Source: an optimization exercise on an open RTL-to-GDS flow (aim: small area). Production flows keep margins and buffers that such runs may drop.
The flow treats the clock pin as an ideal source. Dropping or thinning the clock tree relies on that and would not hold on a real chip.
Power is estimated from default activity; no workload was simulated.

==> inputs of willow <==
// pmod_7seg9_3
module pmod_7seg9_3 #(
    parameter CLK_FREQ = 2_000_000,
    parameter TICK_CYCLES = CLK_FREQ / 1000,
    parameter DEBOUNCE_CYCLES = CLK_FREQ / 500
)(
   input wire clk,
   input wire reset,        
   input wire rst,          
   output wire tm_clk,
   output wire tm_din,
   output wire debug_led
);
==> module debounce, before the edit <==
module debounce #(
    parameter CNT_20MS = 200_000
)(
    input  wire clk,
    input  wire reset,
    input  wire in,
    output reg  press_edge
);
    localparam W = 12;
    localparam [W-1:0] CNT_DONE = 12'b100010111111;
    reg [W-1:0] stable_cnt;
    reg button_sync_0, button_sync_1;
    reg button_stable;
    reg button_prev;
    wire [W-1:0] cnt_next = {stable_cnt[W-2:0], ~(stable_cnt[11] ^ stable_cnt[6] ^ stable_cnt[1])};
    wire cnt_done = (stable_cnt == CNT_DONE);
    always @(posedge clk) begin
      if (reset) begin
        button_sync_0 <= 0;
        button_sync_1 <= 0;
        button_stable <= 0;
        press_edge <= 0;
      end else begin
        button_sync_0 <= in;
        button_sync_1 <= button_sync_0;
        if (button_sync_1 != button_stable && cnt_done)
            button_stable <= button_sync_1;
        press_edge <= button_stable & ~button_prev;
      end
    end
    always @(posedge clk) begin
      if (button_sync_1 == button_stable || cnt_done)
          stable_cnt <= 0;
      else
          stable_cnt <= cnt_next;
      button_prev <= button_stable;
    end
endmodule
==> module tm1640, before the edit <==
module tm1640(
   input  wire       clk,
   input  wire       rst,
   input  wire       restart,    
   input  wire [7:0] data_in,
   output reg  [3:0] step,
   output reg        tm_clk,
   output reg        tm_din
);
   reg [3:0] slot;
   reg [3:0] k;
   wire stop    = (step == 4'd0) | (step == 4'd10) | (step == 4'd11);
   wire active  = (step != 4'd12);
   wire bitslot = slot[3];
   wire s7  = (slot == 4'd7);
   wire s15 = (slot == 4'd15);
   wire s0  = (slot == 4'd0);
   wire s1  = (slot == 4'd1);
   wire k10 = (k == 4'd10);
   wire next_byte = (s0 & ~stop & k == 4'd1) | (s1 & k == 4'd5);
   always @(posedge clk) begin
      if (rst | step == 4'd14) begin
         step <= 4'd15;
         slot <= 4'd1;
         k <= 4'd4;
         tm_clk <= 1'b1;
         tm_din <= 1'b1;
      end else begin
         if (active) begin
         if ((s7 & k == 4'd6) | (bitslot & k10))
            tm_clk <= 1'b0;
         else if ((bitslot & k == 4'd5) | (s0 & stop & k == 4'd4))
            tm_clk <= 1'b1;
         if ((s7 & k == 4'd1) | (s15 & k10 & stop))
            tm_din <= 1'b0;
         else if (s0 & stop & k == 4'd9)
            tm_din <= 1'b1;
         else if (k == 4'd0 & (bitslot | (s0 & ~stop)))
            tm_din <= data_in[slot[2:0]];
         if (next_byte) begin
            step <= step + 1'b1;
            slot <= 4'd7;
            k <= 4'd1;
         end else if (k10) begin
            slot <= slot + 1'b1;
            k <= 4'd0;
         end else
            k <= k + 1'b1;
         end
         if (restart)
            step <= 4'd14;
      end
   end
endmodule
==> module pmod_7seg9_3, before the edit <==
module pmod_7seg9_3 #(
    parameter CLK_FREQ = 2_000_000,
    parameter TICK_CYCLES = CLK_FREQ / 1000,
    parameter DEBOUNCE_CYCLES = CLK_FREQ / 500
)(
   input wire clk,
   input wire reset,        
   input wire rst,          
   output wire tm_clk,
   output wire tm_din,
   output wire debug_led
);
localparam HALF = TICK_CYCLES / 2;      
localparam MW = 10;
localparam [MW-1:0] M0     = 10'b0000000001;   
localparam [MW-1:0] M_LAST = 10'b0101100100;   
localparam [MW-1:0] M_TICK = 10'b1010110010;   
reg [3:0] u_th, u_hu, u_te, u_on;
reg half;
reg [MW-1:0] m;
reg run;
wire press_edge;
wire [3:0] step;
wire [7:0] tx_byte;
debounce #(.CNT_20MS(DEBOUNCE_CYCLES)) db_inst(clk, reset, rst, press_edge);
ctl_7seg9 m1(.step(step), .up({u_th, u_hu, u_te, u_on}), .byte_out(tx_byte));
tm1640 ic1(.clk(clk), .rst(reset), .restart(run & tick), .data_in(tx_byte), .step(step),
           .tm_clk(tm_clk), .tm_din(tm_din));
wire [MW-1:0] m_next = {m[MW-2:0], ~(m[9] ^ m[6])};
wire m_last = (m == M_LAST);
wire tick = half & (m == M_TICK);
assign debug_led = run & half;
always @(posedge clk) begin
  if (reset) begin
    run <= 1'b0;
    half <= 1'b0;
    m <= {MW{1'b0}};
    u_th <= 0; u_hu <= 0; u_te <= 0; u_on <= 0;
  end else begin
    if (press_edge) run <= ~run;
    if (run) begin
        m <= m_last ? M0 : m_next;
        if (m_last) half <= ~half;
        if (tick) begin
            if (u_on == 9) begin
                u_on <= 0;
                if (u_te == 9) begin
                    u_te <= 0;
                    if (u_hu == 9) begin
                        u_hu <= 0;
                        u_th <= (u_th == 9) ? 4'd0 : u_th + 1'b1;
                    end else u_hu <= u_hu + 1'b1;
                end else u_te <= u_te + 1'b1;
            end else u_on <= u_on + 1'b1;
        end
    end
  end
end
endmodule
Settings: LEC_CHECK=0, CAP_MARGIN=20, CORE_MARGIN=2, CORE_UTILIZATION=70, PLACE_DENSITY=0.8, SLEW_MARGIN=20; clock period 10.0 ns.
standard.sh (not shown) runs the stock make flow with config.mk's settings and CLKGATE_MAP_FILE= SYNTH_SCRIPT=/design/flow/synth_recipe.tcl, a recipe that flattens the netlist after the stock synthesis.
==> flow/flow/run.sh <==
#!/bin/bash
# Layout flow: the standard synthesis, then its combinational logic mapped
# again for area with ABC (registers untouched), the standard floorplan and
# placement (ports buffered with buf_1), a small hand-built clock buffering
# in ORFS's CTS step (flow/manual_cts.tcl), then the standard routing and
# finish.
# Each tool's output goes to a log file of its own in the work folder.
set -euo pipefail
W=$PWD
R=$W/orfs/results/$FLOW_PLATFORM/pmod_7seg9_3/base
LIB=$FLOW_HOME/platforms/$FLOW_PLATFORM/lib/sky130_fd_sc_hd__tt_025C_1v80.lib
YOSYS=$FLOW_HOME/../tools/install/yosys/bin/yosys
[[ -x $YOSYS ]] || YOSYS=yosys

# 1. standard synthesis
bash standard.sh synth > $W/std_synth.log 2>&1

# 2. area remap of the combinational logic
cp $R/1_2_yosys.v $W/1_2_yosys.std.v
python3 $W/flow/comblib.py $LIB $W/comb.lib > $W/comblib.log 2>&1
DU=""
for c in $(sed -n '/^export DONT_USE_CELLS += \\/,/^#/p' $FLOW_HOME/platforms/$FLOW_PLATFORM/config.mk | grep -o 'sky130_fd_sc_hd__[a-z0-9_]*'); do
  DU="$DU -dont_use $c"
done
# four ABC runs with different deepsyn seeds; keep the smallest netlist
for S in 11 23 37 53; do
  sed -e "s/SEED/$S/" $W/flow/remap.abc > $W/remap_$S.abc
  cat > $W/remap_$S.ys <<YS
read_liberty -lib $LIB
read_liberty -overwrite $W/comb.lib
read_verilog $W/1_2_yosys.std.v
hierarchy -top $FLOW_TOP
flatten
setattr -set keep 1 t:sky130_fd_sc_hd__df*
opt -purge
abc -liberty $LIB $DU -script $W/remap_$S.abc
opt_clean -purge
hilomap -singleton -hicell sky130_fd_sc_hd__conb_1 HI -locell sky130_fd_sc_hd__conb_1 LO
splitnets
opt_clean -purge
insbuf -buf sky130_fd_sc_hd__buf_1 A X
tee -o $W/remap_$S.area stat -liberty $LIB
write_verilog -noattr -noexpr -nohex -nodec $W/remap_$S.v
YS
  $YOSYS -l $W/remap_$S.log -q $W/remap_$S.ys > /dev/null 2>&1 &
done
wait
BEST=""; BEST_AREA=""
for S in 11 23 37 53; do
  A=$(grep -o "Chip area for module .*: [0-9.]*" $W/remap_$S.area | awk '{print $NF}' || true)
  [[ -n "$A" && -s $W/remap_$S.v ]] || continue
  if [[ -z "$BEST" ]] || awk -v a="$A" -v b="$BEST_AREA" 'BEGIN{exit !(a < b)}'; then
    BEST=$S; BEST_AREA=$A
  fi
done
echo "remap: seed $BEST area $BEST_AREA" > $W/remap_choice.log
cp $W/remap_$BEST.v $R/1_2_yosys.v
rm -f $R/1_synth.odb $R/1_synth.sdc

# 3. floorplan and placement
export BUFFER_PORTS_ARGS="-inputs -outputs -buffer_cell sky130_fd_sc_hd__buf_1"
bash standard.sh place > $W/std_place.log 2>&1

# 4. clock buffering (flow/manual_cts.tcl) in ORFS's CTS script
sed -e "s#^log_cmd clock_tree_synthesis .*#source $W/flow/manual_cts.tcl#" \
  $FLOW_HOME/scripts/cts.tcl > $W/cts_manual.tcl
echo exit >> $W/cts_manual.tcl
grep -q manual_cts.tcl $W/cts_manual.tcl
bash standard.sh run RUN_SCRIPT=$W/cts_manual.tcl RUN_LOG_NAME_STEM=4_1_cts > $W/cts.log 2>&1
[[ -f $R/4_1_cts.odb && -f $R/4_cts.sdc ]]

# 5. routing and the rest of the standard layout
bash standard.sh > $W/std_layout.log 2>&1
==> flow/flow/remap.abc <==
&get -n
&st
&deepsyn -T 60 -S SEED
&dch
&nf -R 1000
&st
&dch
&nf -R 1000
&st
&dch
&nf -R 1000
&put
Other scripts of this flow, unchanged in this note and not shown: flow/flow/comblib.py, flow/flow/manual_cts.tcl
==> inputs of cedar, as changes to willow <==
--- a/flow/design.v
+++ b/flow/design.v
@@ -23,3 +23,14 @@
     localparam W = 12;
-    localparam [W-1:0] CNT_DONE = 12'b100010111111;
+    function [W-1:0] lfsr_next(input [W-1:0] s);
+        lfsr_next = {s[W-2:0], ~(s[11] ^ s[6] ^ s[1])};
+    endfunction
+    function [W-1:0] lfsr_after(input integer n);
+        integer i;
+        begin
+            lfsr_after = {W{1'b0}};
+            for (i = 0; i < n; i = i + 1)
+                lfsr_after = lfsr_next(lfsr_after);
+        end
+    endfunction
+    localparam [W-1:0] CNT_DONE = lfsr_after(CNT_20MS);
     reg [W-1:0] stable_cnt;
@@ -28,3 +39,2 @@
     reg button_prev;
-    wire [W-1:0] cnt_next = {stable_cnt[W-2:0], ~(stable_cnt[11] ^ stable_cnt[6] ^ stable_cnt[1])};
     wire cnt_done = (stable_cnt == CNT_DONE);
@@ -48,3 +58,3 @@
       else
-          stable_cnt <= cnt_next;
+          stable_cnt <= lfsr_next(stable_cnt);
       button_prev <= button_stable;
@@ -55,3 +65,2 @@
    input  wire       rst,
-   input  wire       restart,    
    input  wire [7:0] data_in,
@@ -73,3 +82,3 @@
    always @(posedge clk) begin
-      if (rst | step == 4'd14) begin
+      if (rst) begin
          step <= 4'd15;
@@ -79,4 +88,3 @@
          tm_din <= 1'b1;
-      end else begin
-         if (active) begin
+      end else if (active) begin
          if ((s7 & k == 4'd6) | (bitslot & k10))
@@ -100,5 +108,2 @@
             k <= k + 1'b1;
-         end
-         if (restart)
-            step <= 4'd14;
       end
@@ -153,5 +158,16 @@
 localparam MW = 10;
-localparam [MW-1:0] M0     = 10'b0000000001;   
-localparam [MW-1:0] M_LAST = 10'b0101100100;   
-localparam [MW-1:0] M_TICK = 10'b1010110010;   
+function [MW-1:0] m_next(input [MW-1:0] s);
+    m_next = {s[MW-2:0], ~(s[9] ^ s[6])};
+endfunction
+function [MW-1:0] m_after(input integer n);
+    integer i;
+    begin
+        m_after = {MW{1'b0}};
+        for (i = 0; i < n; i = i + 1)
+            m_after = m_next(m_after);
+    end
+endfunction
+localparam [MW-1:0] M0     = m_after(1);           
+localparam [MW-1:0] M_LAST = m_after(HALF);        
+localparam [MW-1:0] M_TICK = m_after(HALF - 1);    
 reg [3:0] u_th, u_hu, u_te, u_on;
@@ -160,2 +176,3 @@
 reg run;
+reg local_rst;
 wire press_edge;
@@ -165,5 +182,4 @@
 ctl_7seg9 m1(.step(step), .up({u_th, u_hu, u_te, u_on}), .byte_out(tx_byte));
-tm1640 ic1(.clk(clk), .rst(reset), .restart(run & tick), .data_in(tx_byte), .step(step),
+tm1640 ic1(.clk(clk), .rst(reset | local_rst), .data_in(tx_byte), .step(step),
            .tm_clk(tm_clk), .tm_din(tm_din));
-wire [MW-1:0] m_next = {m[MW-2:0], ~(m[9] ^ m[6])};
 wire m_last = (m == M_LAST);
@@ -173,2 +189,3 @@
   if (reset) begin
+    local_rst <= 0;
     run <= 1'b0;
@@ -178,5 +195,6 @@
   end else begin
+    local_rst <= run & tick;
     if (press_edge) run <= ~run;
     if (run) begin
-        m <= m_last ? M0 : m_next;
+        m <= m_last ? M0 : m_next(m);
         if (m_last) half <= ~half;
--- a/flow/flow/run.sh
+++ b/flow/flow/run.sh
@@ -3,5 +3,4 @@
 # again for area with ABC (registers untouched), the standard floorplan and
-# placement (ports buffered with buf_1), a small hand-built clock buffering
-# in ORFS's CTS step (flow/manual_cts.tcl), then the standard routing and
-# finish.
+# placement, a small hand-built clock buffering in ORFS's CTS step
+# (flow/manual_cts.tcl), then the standard routing and finish.
 # Each tool's output goes to a log file of its own in the work folder.
@@ -24,6 +23,3 @@
 done
-# four ABC runs with different deepsyn seeds; keep the smallest netlist
-for S in 11 23 37 53; do
-  sed -e "s/SEED/$S/" $W/flow/remap.abc > $W/remap_$S.abc
-  cat > $W/remap_$S.ys <<YS
+cat > $W/remap.ys <<YS
 read_liberty -lib $LIB
@@ -35,3 +31,3 @@
 opt -purge
-abc -liberty $LIB $DU -script $W/remap_$S.abc
+abc -liberty $LIB $DU -script $W/flow/remap.abc
 opt_clean -purge
@@ -41,18 +37,6 @@
 insbuf -buf sky130_fd_sc_hd__buf_1 A X
-tee -o $W/remap_$S.area stat -liberty $LIB
-write_verilog -noattr -noexpr -nohex -nodec $W/remap_$S.v
+stat -liberty $LIB
+write_verilog -noattr -noexpr -nohex -nodec $R/1_2_yosys.v
 YS
-  $YOSYS -l $W/remap_$S.log -q $W/remap_$S.ys > /dev/null 2>&1 &
-done
-wait
-BEST=""; BEST_AREA=""
-for S in 11 23 37 53; do
-  A=$(grep -o "Chip area for module .*: [0-9.]*" $W/remap_$S.area | awk '{print $NF}' || true)
-  [[ -n "$A" && -s $W/remap_$S.v ]] || continue
-  if [[ -z "$BEST" ]] || awk -v a="$A" -v b="$BEST_AREA" 'BEGIN{exit !(a < b)}'; then
-    BEST=$S; BEST_AREA=$A
-  fi
-done
-echo "remap: seed $BEST area $BEST_AREA" > $W/remap_choice.log
-cp $W/remap_$BEST.v $R/1_2_yosys.v
+$YOSYS -l $W/remap.log -q $W/remap.ys > /dev/null 2>&1
 rm -f $R/1_synth.odb $R/1_synth.sdc
==> flow/flow/remap.abc (replaced) <==
&get -n
&st
&deepsyn -T 20
&dch
&nf -R 1000
&st
&dch
&nf -R 1000
&st
&dch
&nf -R 1000
&put
==> impl_metrics.sql <==
INSERT INTO impl_metrics (metric_group, metric, value, unit) VALUES
('pwr', 'pg_comb', '0.115', 'mW'),
('placed_design', 'dpl-instance-area', '2760', 'µm²'),
('outcome', 'outcome', 'finished clean', ''),
('setup_path', 'ff2ff_setup_slack', '6430', 'ps'),
('routing', 'detail_route.iter0.violations', '272', ''),
('final_layout', 'ff_latch_area', '1200', 'µm²'),
('sta', 'whs', '395', 'ps');
(the above is from cedar)
==> impl_metrics.sql <==
INSERT INTO impl_metrics (metric_group, metric, value, unit) VALUES
('outcome', 'outcome', 'finished clean', ''),
('pwr', 'pg_comb', '0.179', 'mW'),
('routing', 'detail_route.iter0.violations', '123', ''),
('placed_design', 'dpl-instance-area', '2750', 'µm²'),
('setup_path', 'cp_top_family', 'simple AND/OR/NAND/NOR gates', ''),
('setup_path', 'ff2ff_setup_slack', '6630', 'ps'),
('worst_hold_path', 'hold_path_depth', '1', ''),
('final_layout', 'ff_latch_area', '1180', 'µm²');
(the above is from willow)
No run of this note included a check of the RTL's function; only the layout flow was run. No run of this note takes its clock network from TritonCTS; it comes from the design's own scripts or RTL.

[afterwards: timing with drivers on the ports]
Ports are ideal in the flow. The routed layouts listed here were re-timed in OpenROAD. Step 1 (the two cells are an assumption about what drives the block):
set clk [get_ports {clk}]
set_driving_cell -lib_cell sky130_fd_sc_hd__clkbuf_16 $clk
set_driving_cell -lib_cell sky130_fd_sc_hd__buf_2 [delete_from_list [all_inputs] $clk]
Step 2 moves the port delays by t, midway between the first and last clock arrival at a register: inputs arrive t later, outputs are due t later. That takes back most of the time a late clock gives input paths. a / b / c = no drivers / after step 1 / after step 2; a / b = the first two.
run | t, ns | slack for setup (ns) | worst register clock-pin slew, ns | worst data-port slew with drivers (ns) | pins driven straight from the clock port
willow | 0.200 | 6.626 / 6.626 / 6.613 | 0.10 / 0.10 | 0.03 | 4
cedar | 0.197 | 6.425 / 6.425 / 6.425 | 0.09 / 0.09 | 0.03 | 4
After both steps setup and hold are still met in every run listed. For willow, which loses most, drivers alone change the setup slack by 0.000 ns; drivers and shift together by -0.013 ns.
